This design comes from an exercise in tuning for small area and a short achievable clock period on the open sky130 flow, not from production work. Where RTL was checked, it was by simulation tests only, not by an equivalence proof against the original. No activity file was given, so power comes from the tool's default toggle rates.

==> flow/design.v <==
`timescale 1ns / 1ps
module processor_top (
    input wire clk,
    input wire resetn,
    input wire [15:0] instruction_input,
    input wire mem_write,
    output wire [15:0] PC_out
);
    integer i;
    reg st_e, st_w;                  
    wire st_f = ~st_e & ~st_w;
    always @(posedge clk or negedge resetn) begin
        if (!resetn) begin
            st_e <= 1'b0;
            st_w <= 1'b0;
        end else begin
            st_e <= st_f;
            st_w <= st_e;
        end
    end
    reg  [15:0] pc;
    wire [15:0] pc_next;
    always @(posedge clk or negedge resetn) begin
        if (!resetn)
            pc <= 16'd0;
        else if (st_w)
            pc <= pc_next;
    end
    reg  [15:0] pc_o;
    always @(posedge clk or negedge resetn) begin
        if (!resetn)
            pc_o <= 16'd0;
        else if (st_w & ~st_e)
            pc_o <= pc_next;
    end
    assign PC_out = pc_o;
    reg [15:0] imem [0:31];
    reg [4:0]  ra;
    reg        pw;
    reg [4:0]  pa;
    reg [15:0] pd;
    always @(posedge clk) begin
        pw <= mem_write;
        pa <= pc[4:0];
        pd <= instruction_input;
        for (i = 0; i < 32; i = i + 1)
            if (pw && pa == i)
                imem[i] <= pd;
    end
    always @(posedge clk or negedge resetn) begin
        if (!resetn)
            ra <= 5'd0;
        else
            ra <= pc[4:0];
    end
    reg [15:0] imem_q;
    always @(*) begin
        imem_q = 16'd0;
        for (i = 0; i < 32; i = i + 1)
            imem_q = imem_q | ({16{ra == i}} & imem[i]);
    end
    reg [15:0] ir;
    always @(posedge clk) begin
        if (st_f)
            ir <= (pw && pa == ra) ? pd : imem_q;
    end
    wire [3:0] op = ir[15:12];
    wire [3:0] fn = ir[7:4];
    wire [3:0] rd = ir[11:8];
    wire [3:0] rs = ir[3:0];
    wire op_rr   = (op == 4'b0000);
    wire op_mem  = (op == 4'b0100);
    wire is_sub  = (op == 4'b1001) | (op == 4'b1011) | (op_rr & (fn == 4'b1001 | fn == 4'b1011));
    wire is_sext = (op == 4'b0101) | (op == 4'b1001) | (op == 4'b1011);
    wire is_zext = (op == 4'b0001) | (op == 4'b0010) | (op == 4'b0011) | (op == 4'b1101);
    wire is_lui  = (op == 4'b1111);
    wire is_lshi = (op == 4'b1000) & (fn[3:1] == 3'b000);
    wire c_sum   = (op == 4'b0101) | (op == 4'b1001) | (op_rr & (fn == 4'b0101 | fn == 4'b1001));
    wire c_and   = (op == 4'b0001) | (op_rr & fn == 4'b0001);
    wire c_xor   = (op == 4'b0011) | (op_rr & fn == 4'b0011);
    wire c_pass  = (op == 4'b1101) | is_lui | (op_rr & fn == 4'b1101);
    wire c_sh    = (op == 4'b1000);
    wire c_ld    = op_mem & (fn == 4'b0000);
    wire c_or    = (op == 4'b0010) | (op_rr & ~(fn == 4'b0101 | fn == 4'b1001 | fn == 4'b1011 |
                                                fn == 4'b0001 | fn == 4'b0011 | fn == 4'b1101));
    wire wen     = c_sum | c_and | c_xor | c_pass | c_sh | c_ld | c_or;
    reg [15:0] rf [0:15];
    reg [15:0] rv;
    wire [15:0] wd;
    wire        rf_we = st_w & wen;
    always @(posedge clk) begin
        for (i = 0; i < 16; i = i + 1)
            if (rf_we && rd == i)
                rf[i] <= wd;
    end
    always @(posedge clk or negedge resetn) begin
        if (!resetn)
            rv <= 16'd0;
        else
            for (i = 0; i < 16; i = i + 1)
                if (rf_we && rd == i)
                    rv[i] <= 1'b1;
    end
    reg [15:0] rdat_d, rdat_s;
    always @(*) begin
        rdat_d = 16'd0;
        rdat_s = 16'd0;
        for (i = 0; i < 16; i = i + 1) begin
            rdat_d = rdat_d | ({16{rd == i && rv[i]}} & rf[i]);
            rdat_s = rdat_s | ({16{rs == i && rv[i]}} & rf[i]);
        end
    end
    reg [15:0] A, B;
    reg        sub_q;                
    wire [15:0] yimm = is_lui  ? {ir[7:0], 8'h00} :
                       is_lshi ? {11'd0, ir[4:0]} :
                                 {{8{is_sext & ir[7]}}, ir[7:0]};
    wire        use_imm = is_sext | is_zext | is_lui | is_lshi;
    wire [15:0] y = use_imm ? yimm : rdat_s;
    always @(posedge clk) begin
        A <= rdat_d;
        B <= is_sub ? ~y : y;
        sub_q <= is_sub;
    end
    reg [15:0] dmem [0:31];
    reg        sp;                   
    always @(posedge clk) begin
        sp <= st_e & op_mem & (fn == 4'b0100);
        for (i = 0; i < 32; i = i + 1)
            if (sp && B[4:0] == i)
                dmem[i] <= A;
    end
    reg [15:0] mdata;
    always @(*) begin
        mdata = 16'd0;
        for (i = 0; i < 32; i = i + 1)
            mdata = mdata | ({16{B[4:0] == i}} & dmem[i]);
    end
    wire z = ~|(A | B);
    reg  taken;
    always @(*) begin
        case (rd)
            4'd0, 4'd13: taken = z;
            4'd1, 4'd12: taken = ~z;
            4'd3, 4'd5, 4'd7, 4'd9, 4'd10, 4'd14: taken = 1'b1;
            default: taken = 1'b0;
        endcase
    end
    wire is_jal = op_mem & (fn == 4'b1000);
    wire is_jc  = op_mem & (fn == 4'b1100);
    wire is_bc  = (op == 4'b1100);
    wire jump   = is_jal | (is_jc & taken);
    wire inc    = ~(is_bc & taken) | ir[0];
    wire [15:0] pc_inc = pc + 16'd1;
    assign pc_next = jump ? B : (inc ? pc_inc : pc);
    wire [16:0] sum1 = {A, 1'b1} + {B, sub_q};
    wire [15:0] sum  = sum1[16:1];
    wire [31:0] shx = {16'd0, A} << {~B[4], B[3:0]};
    assign wd = ({16{c_sum}}  & sum)      |
                ({16{c_and}}  & (A & B))  |
                ({16{c_or}}   & (A | B))  |
                ({16{c_xor}}  & (A ^ B))  |
                ({16{c_pass}} & B)        |
                ({16{c_sh}}   & shx[31:16]) |
                ({16{c_ld}}   & mdata);
endmodule
Settings: LEC_CHECK=0, CAP_MARGIN=20, CORE_MARGIN=2, CORE_UTILIZATION=55, SLEW_MARGIN=20; clock period 15.0 ns.
standard.sh (not shown) runs the stock make flow with config.mk's settings and CLKGATE_MAP_FILE= SYNTH_SCRIPT=/design/flow/synth_recipe.tcl, a recipe that flattens the netlist after the stock synthesis.
==> flow/flow/run.sh <==
#!/bin/bash
# The standard layout (the standard.sh: ORFS synthesis through finish), with timing repair
# asked to keep more setup slack than the clock period needs, so that it also shortens the paths
# that already meet the clock, and clock tree synthesis without dummy loads. The clock,
# constraints and everything else are the standard flow's.
set -euo pipefail
bash standard.sh SETUP_SLACK_MARGIN=11 \
  "CTS_ARGS=-sink_clustering_enable -repair_clock_nets -dont_use_dummy_load -sink_clustering_size 30 -sink_clustering_max_diameter 60" \
  finish > make_finish.log 2>&1
Change:
--- a/flow/design.v
+++ b/flow/design.v
@@ -25,28 +25,15 @@
             pc <= 16'd0;
         else if (st_w)
             pc <= pc_next;
     end
-    reg  [15:0] pc_o;
-    always @(posedge clk or negedge resetn) begin
-        if (!resetn)
-            pc_o <= 16'd0;
-        else if (st_w & ~st_e)
-            pc_o <= pc_next;
-    end
-    assign PC_out = pc_o;
+    assign PC_out = pc;
     reg [15:0] imem [0:31];
     reg [4:0]  ra;
-    reg        pw;
-    reg [4:0]  pa;
-    reg [15:0] pd;
     always @(posedge clk) begin
-        pw <= mem_write;
-        pa <= pc[4:0];
-        pd <= instruction_input;
         for (i = 0; i < 32; i = i + 1)
-            if (pw && pa == i)
-                imem[i] <= pd;
+            if (mem_write && pc[4:0] == i)
+                imem[i] <= instruction_input;
     end
     always @(posedge clk or negedge resetn) begin
         if (!resetn)
             ra <= 5'd0;
@@ -61,9 +48,9 @@
     end
     reg [15:0] ir;
     always @(posedge clk) begin
         if (st_f)
-            ir <= (pw && pa == ra) ? pd : imem_q;
+            ir <= imem_q;
     end
     wire [3:0] op = ir[15:12];
     wire [3:0] fn = ir[7:4];
     wire [3:0] rd = ir[11:8];
Outcome:
- worst setup slack is worse by 0.088 ns
- power shrinks by 13%
- sequential power drops by 6.4%
- clock-buffer cell count shrinks by 11
- global-route usage rose by 0.11 points
- core utilization grows by 0.23 points
- final area is lower by 3.3%
No functional check of the RTL was part of any run of this note.


processor_top, a different RTL version from the one above (not shown whole).
For scale: about 1300 flip-flops, ~35 I/O pins, ~53000 um^2 of cells after synthesis.
==> module processor_top, before the edit <==
module processor_top (
    input wire clk,
    input wire resetn,
    input wire [15:0] instruction_input,
    input wire mem_write,
    output wire [15:0] PC_out
);
    integer i;
    function [14:0] encode(input [15:0] ins);
        reg [2:0] cls;
        reg [3:0] sub;
        begin
            case (ins[15:12])
                4'b0101: cls = 3'b000;
                4'b0001: cls = 3'b001;
                4'b0010: cls = 3'b010;
                4'b0011: cls = 3'b011;
                4'b1001: cls = 3'b100;
                4'b1101: cls = 3'b101;
                4'b1111: cls = 3'b110;
                default: cls = 3'b111;
            endcase
            case (ins[15:12])
                4'b0000:
                    case (ins[7:4])
                        4'b0101: sub = 4'b0000;
                        4'b1001: sub = 4'b0001;
                        4'b0001: sub = 4'b0010;
                        4'b0011: sub = 4'b0100;
                        4'b1101: sub = 4'b0101;
                        4'b1011: sub = 4'b1110;
                        default: sub = 4'b0011;
                    endcase
                4'b1000:
                    case (ins[7:4])
                        4'b0000: sub = 4'b0111;
                        4'b0001: sub = 4'b1000;
                        default: sub = 4'b0110;
                    endcase
                4'b0100:
                    case (ins[7:4])
                        4'b0000: sub = 4'b1001;
                        4'b0100: sub = 4'b1010;
                        4'b1000: sub = 4'b1011;
                        4'b1100: sub = 4'b1100;
                        default: sub = 4'b1110;
                    endcase
                4'b1100: sub = 4'b1101;
                default: sub = 4'b1110;
            endcase
            encode = {cls, ins[11:8], (cls == 3'b111) ? sub : ins[7:4], ins[3:0]};
        end
    endfunction
    reg st_e, st_w;                  
    wire st_f = ~st_e & ~st_w;
    always @(posedge clk or negedge resetn) begin
        if (!resetn) begin
            st_e <= 1'b0;
            st_w <= 1'b0;
        end else begin
            st_e <= st_f;
            st_w <= st_e;
        end
    end
    reg  [15:0] pc;
    wire [15:0] pc_next;
    always @(posedge clk or negedge resetn) begin
        if (!resetn)
            pc <= 16'd0;
        else if (st_w)
            pc <= pc_next;
    end
    assign PC_out = pc;
    reg [14:0] imem [0:31];
    reg [4:0]  ra;
    wire [14:0] wenc = encode(instruction_input);
    always @(posedge clk) begin
        for (i = 0; i < 32; i = i + 1)
            if (mem_write && pc[4:0] == i)
                imem[i] <= wenc;
    end
    always @(posedge clk or negedge resetn) begin
        if (!resetn)
            ra <= 5'd0;
        else
            ra <= pc[4:0];
    end
    reg [14:0] imem_q;
    always @(*) begin
        imem_q = 15'd0;
        for (i = 0; i < 32; i = i + 1)
            imem_q = imem_q | ({15{ra == i}} & imem[i]);
    end
    reg  [14:0] ir;
    always @(posedge clk) begin
        if (st_f)
            ir <= imem_q;
    end
    wire [2:0] cls = ir[14:12];
    wire [3:0] sop = ir[7:4];
    wire [3:0] rd  = ir[11:8];
    wire [3:0] rs  = ir[3:0];
    wire       oth = (cls == 3'b111);
    wire is_sub  = (cls == 3'b100) | (oth & sop == 4'b0001);
    wire is_sext = (cls == 3'b000) | (cls == 3'b100);
    wire is_lui  = (cls == 3'b110);
    wire is_lshi = oth & (sop == 4'b0111 | sop == 4'b1000);
    wire c_sum   = (cls == 3'b000) | (cls == 3'b100) | (oth & (sop == 4'b0000 | sop == 4'b0001));
    wire c_and   = (cls == 3'b001) | (oth & sop == 4'b0010);
    wire c_or    = (cls == 3'b010) | (oth & sop == 4'b0011);
    wire c_xor   = (cls == 3'b011) | (oth & sop == 4'b0100);
    wire c_pass  = (cls == 3'b101) | is_lui | (oth & sop == 4'b0101);
    wire c_sh    = oth & (sop == 4'b0110 | sop == 4'b0111 | sop == 4'b1000);
    wire c_ld    = oth & (sop == 4'b1001);
    wire wen     = c_sum | c_and | c_xor | c_pass | c_sh | c_ld | c_or;
    reg [15:0] rf [0:15];
    reg [15:0] rv;
    wire [15:0] wd;
    reg         wen_q;
    always @(posedge clk or negedge resetn) begin
        if (!resetn)
            wen_q <= 1'b0;
        else
            wen_q <= st_e & wen;
    end
    wire        rf_we = wen_q;
    always @(posedge clk) begin
        for (i = 0; i < 16; i = i + 1)
            if (rf_we && rd == i)
                rf[i] <= wd;
    end
    always @(posedge clk or negedge resetn) begin
        if (!resetn)
            rv <= 16'd0;
        else
            for (i = 0; i < 16; i = i + 1)
                if (rf_we && rd == i)
                    rv[i] <= 1'b1;
    end
    reg [15:0] rdat_d, rdat_s;
    always @(*) begin
        rdat_d = 16'd0;
        rdat_s = 16'd0;
        for (i = 0; i < 16; i = i + 1) begin
            rdat_d = rdat_d | ({16{rd == i && rv[i]}} & rf[i]);
            rdat_s = rdat_s | ({16{rs == i && rv[i]}} & rf[i]);
        end
    end
    reg [15:0] A, B;
    reg        sub_q;                
    wire [15:0] yimm = is_lui  ? {ir[7:0], 8'h00} :
                       is_lshi ? {11'd0, sop[3], ir[3:0]} :
                                 {{8{is_sext & ir[7]}}, ir[7:0]};
    wire        use_imm = ~oth | is_lshi;
    wire [15:0] y = use_imm ? yimm : rdat_s;
    always @(posedge clk) begin
        A <= rdat_d;
        B <= is_sub ? ~y : y;
        sub_q <= is_sub;
    end
    reg [15:0] dmem [0:31];
    reg        sp;                   
    always @(posedge clk) begin
        sp <= st_e & oth & (sop == 4'b1010);
        for (i = 0; i < 32; i = i + 1)
            if (sp && B[4:0] == i)
                dmem[i] <= A;
    end
    reg [15:0] mdata;
    always @(*) begin
        mdata = 16'd0;
        for (i = 0; i < 32; i = i + 1)
            mdata = mdata | ({16{B[4:0] == i}} & dmem[i]);
    end
    wire z = ~|(A | B);
    reg  taken;
    always @(*) begin
        case (rd)
            4'd0, 4'd13: taken = z;
            4'd1, 4'd12: taken = ~z;
            4'd3, 4'd5, 4'd7, 4'd9, 4'd10, 4'd14: taken = 1'b1;
            default: taken = 1'b0;
        endcase
    end
    wire is_jal = oth & (sop == 4'b1011);
    wire is_jc  = oth & (sop == 4'b1100);
    wire is_bc  = oth & (sop == 4'b1101);
    wire jump   = is_jal | (is_jc & taken);
    wire inc    = ~(is_bc & taken) | ir[0];
    wire [15:0] pc_inc = pc + 16'd1;
    assign pc_next = jump ? B : (inc ? pc_inc : pc);
    wire [16:0] sum1 = {A, 1'b1} + {B, sub_q};
    wire [15:0] sum  = sum1[16:1];
    wire [31:0] shx = {16'd0, A} << {~B[4], B[3:0]};
    assign wd = ({16{c_sum}}  & sum)      |
                ({16{c_and}}  & (A & B))  |
                ({16{c_or}}   & (A | B))  |
                ({16{c_xor}}  & (A ^ B))  |
                ({16{c_pass}} & B)        |
                ({16{c_sh}}   & shx[31:16]) |
                ({16{c_ld}}   & mdata);
endmodule
export LEC_CHECK = 0
export CAP_MARGIN = 20
export CORE_MARGIN = 2
export CORE_UTILIZATION = 60
export PLACE_DENSITY = 0.66
export SLEW_MARGIN = 20
create_clock -name core_clock -period 15.0 [get_ports {clk}]
==> flow/flow/run.sh <==
#!/bin/bash
# The standard layout (the standard.sh: ORFS synthesis through finish), with timing repair
# asked to keep more setup slack than the clock period needs, so that it also shortens the paths
# that already meet the clock, and clock tree synthesis with larger sink clusters and without
# dummy loads. The clock, constraints and everything else are the standard flow's.
set -euo pipefail
bash standard.sh SETUP_SLACK_MARGIN=10.75 \
  "CTS_ARGS=-sink_clustering_enable -repair_clock_nets -dont_use_dummy_load -sink_clustering_size 36 -sink_clustering_max_diameter 65" \
  finish > make_finish.log 2>&1
Next try:
--- a/flow/design.v
+++ b/flow/design.v
@@ -65,13 +65,21 @@
     end
     reg  [15:0] pc;
     wire [15:0] pc_next;
+    wire        pc_en;
     always @(posedge clk or negedge resetn) begin
         if (!resetn)
             pc <= 16'd0;
-        else if (st_w)
+        else if (pc_en)
             pc <= pc_next;
     end
-    assign PC_out = pc;
+    reg  [15:0] pc_o;
+    always @(posedge clk or negedge resetn) begin
+        if (!resetn)
+            pc_o <= 16'd0;
+        else
+            pc_o <= (pc_en & ~st_e) ? pc_next : pc;
+    end
+    assign PC_out = pc_o;
     reg [14:0] imem [0:31];
     reg [4:0]  ra;
     wire [14:0] wenc = encode(instruction_input);
@@ -117,18 +125,25 @@
     reg [15:0] rf [0:15];
     reg [15:0] rv;
     wire [15:0] wd;
-    reg         wen_q;
-    always @(posedge clk or negedge resetn) begin
-        if (!resetn)
+    reg         wen_q, wr_q;
+    reg  [15:0] res_q;
+    always @(posedge clk or negedge resetn) begin
+        if (!resetn) begin
             wen_q <= 1'b0;
-        else
+            wr_q  <= 1'b0;
+        end else begin
             wen_q <= st_e & wen;
-    end
-    wire        rf_we = wen_q;
+            wr_q  <= wen_q;
+        end
+    end
+    always @(posedge clk) begin
+        res_q <= wd;
+    end
+    wire        rf_we = wr_q;
     always @(posedge clk) begin
         for (i = 0; i < 16; i = i + 1)
             if (rf_we && rd == i)
-                rf[i] <= wd;
+                rf[i] <= res_q;
     end
     always @(posedge clk or negedge resetn) begin
         if (!resetn)
@@ -189,15 +204,24 @@
     wire jump   = is_jal | (is_jc & taken);
     wire inc    = ~(is_bc & taken) | ir[0];
     wire [15:0] pc_inc = pc + 16'd1;
-    assign pc_next = jump ? B : (inc ? pc_inc : pc);
+    assign pc_en   = st_w & (jump | inc);
+    assign pc_next = jump ? B : pc_inc;
     wire [16:0] sum1 = {A, 1'b1} + {B, sub_q};
     wire [15:0] sum  = sum1[16:1];
-    wire [31:0] shx = {16'd0, A} << {~B[4], B[3:0]};
+    wire [15:0] rot0 = B[0] ? {A[14:0],    A[15]}    : A;
+    wire [15:0] rot1 = B[1] ? {rot0[13:0], rot0[15:14]} : rot0;
+    wire [15:0] rot2 = B[2] ? {rot1[11:0], rot1[15:12]} : rot1;
+    wire [15:0] rot3 = B[3] ? {rot2[7:0],  rot2[15:8]}  : rot2;
+    reg  [15:0] shv;
+    always @(*) begin
+        for (i = 0; i < 16; i = i + 1)
+            shv[i] = rot3[i] & (B[4] ^ (i >= B[3:0]));
+    end
     assign wd = ({16{c_sum}}  & sum)      |
                 ({16{c_and}}  & (A & B))  |
                 ({16{c_or}}   & (A | B))  |
                 ({16{c_xor}}  & (A ^ B))  |
                 ({16{c_pass}} & B)        |
-                ({16{c_sh}}   & shx[31:16]) |
+                ({16{c_sh}}   & shv)        |
                 ({16{c_ld}}   & mdata);
 endmodule
The changed run finished clean. Area after synthesis grows slightly. Non-clock buffer count fell by 31. Final area came out higher slightly. Sequential cell count increases by 33. Die area grows slightly. Global-route usage rose by 1.3 points. Setup slack got worse by 0.21 ns. Total power rose by a few percent. Final cell count is higher slightly. Routed wire length increases by a few percent. Via count rose by a few percent.
The RTL of the second run of this note was laid out without a check of its function.

==> afterwards: timing with drivers on the ports <==
The results above use ideal ports. As a check the final layouts listed here were re-extracted and re-timed, cells and wires unchanged. Step 1 (the two cells are an assumption about what drives the block):
set clk [get_ports {clk}]
set_driving_cell -lib_cell sky130_fd_sc_hd__clkbuf_16 $clk
set_driving_cell -lib_cell sky130_fd_sc_hd__buf_2 [delete_from_list [all_inputs] $clk]
Step 2 times the ports against the registers' clock, not the clock port: input delays grow and output delays shrink by t, the midpoint of the rising clock arrivals with the driver on. a / b / c = no drivers / after step 1 / after step 2; a / b = the first two.
run | t, ns | setup WS [ns] | hold WS [ns] | clock arrival spread, ns | worst register clock-pin slew, ns
the first run of note 1 | 0.768 | 10.720 / 10.649 / 11.005 | 0.497 / 0.497 / 0.497 | 0.089 / 0.090 | 0.10 / 0.10
the second run of note 1 | 0.748 | 10.632 / 10.558 / 10.188 | 0.448 / 0.448 / 0.448 | 0.096 / 0.097 | 0.10 / 0.10
the first run of note 2 | 0.691 | 10.700 / 10.666 / 10.007 | 0.484 / 0.484 / 0.484 | 0.101 / 0.100 | 0.12 / 0.12
the second run of note 2 | 0.739 | 10.488 / 10.481 / 9.742 | 0.349 / 0.349 / 0.349 | 0.105 / 0.106 | 0.12 / 0.12
After both steps setup and hold are still met in every run listed. For the second run of note 2, which loses most, drivers alone change the setup slack by -0.007 ns; drivers and shift together by -0.746 ns.
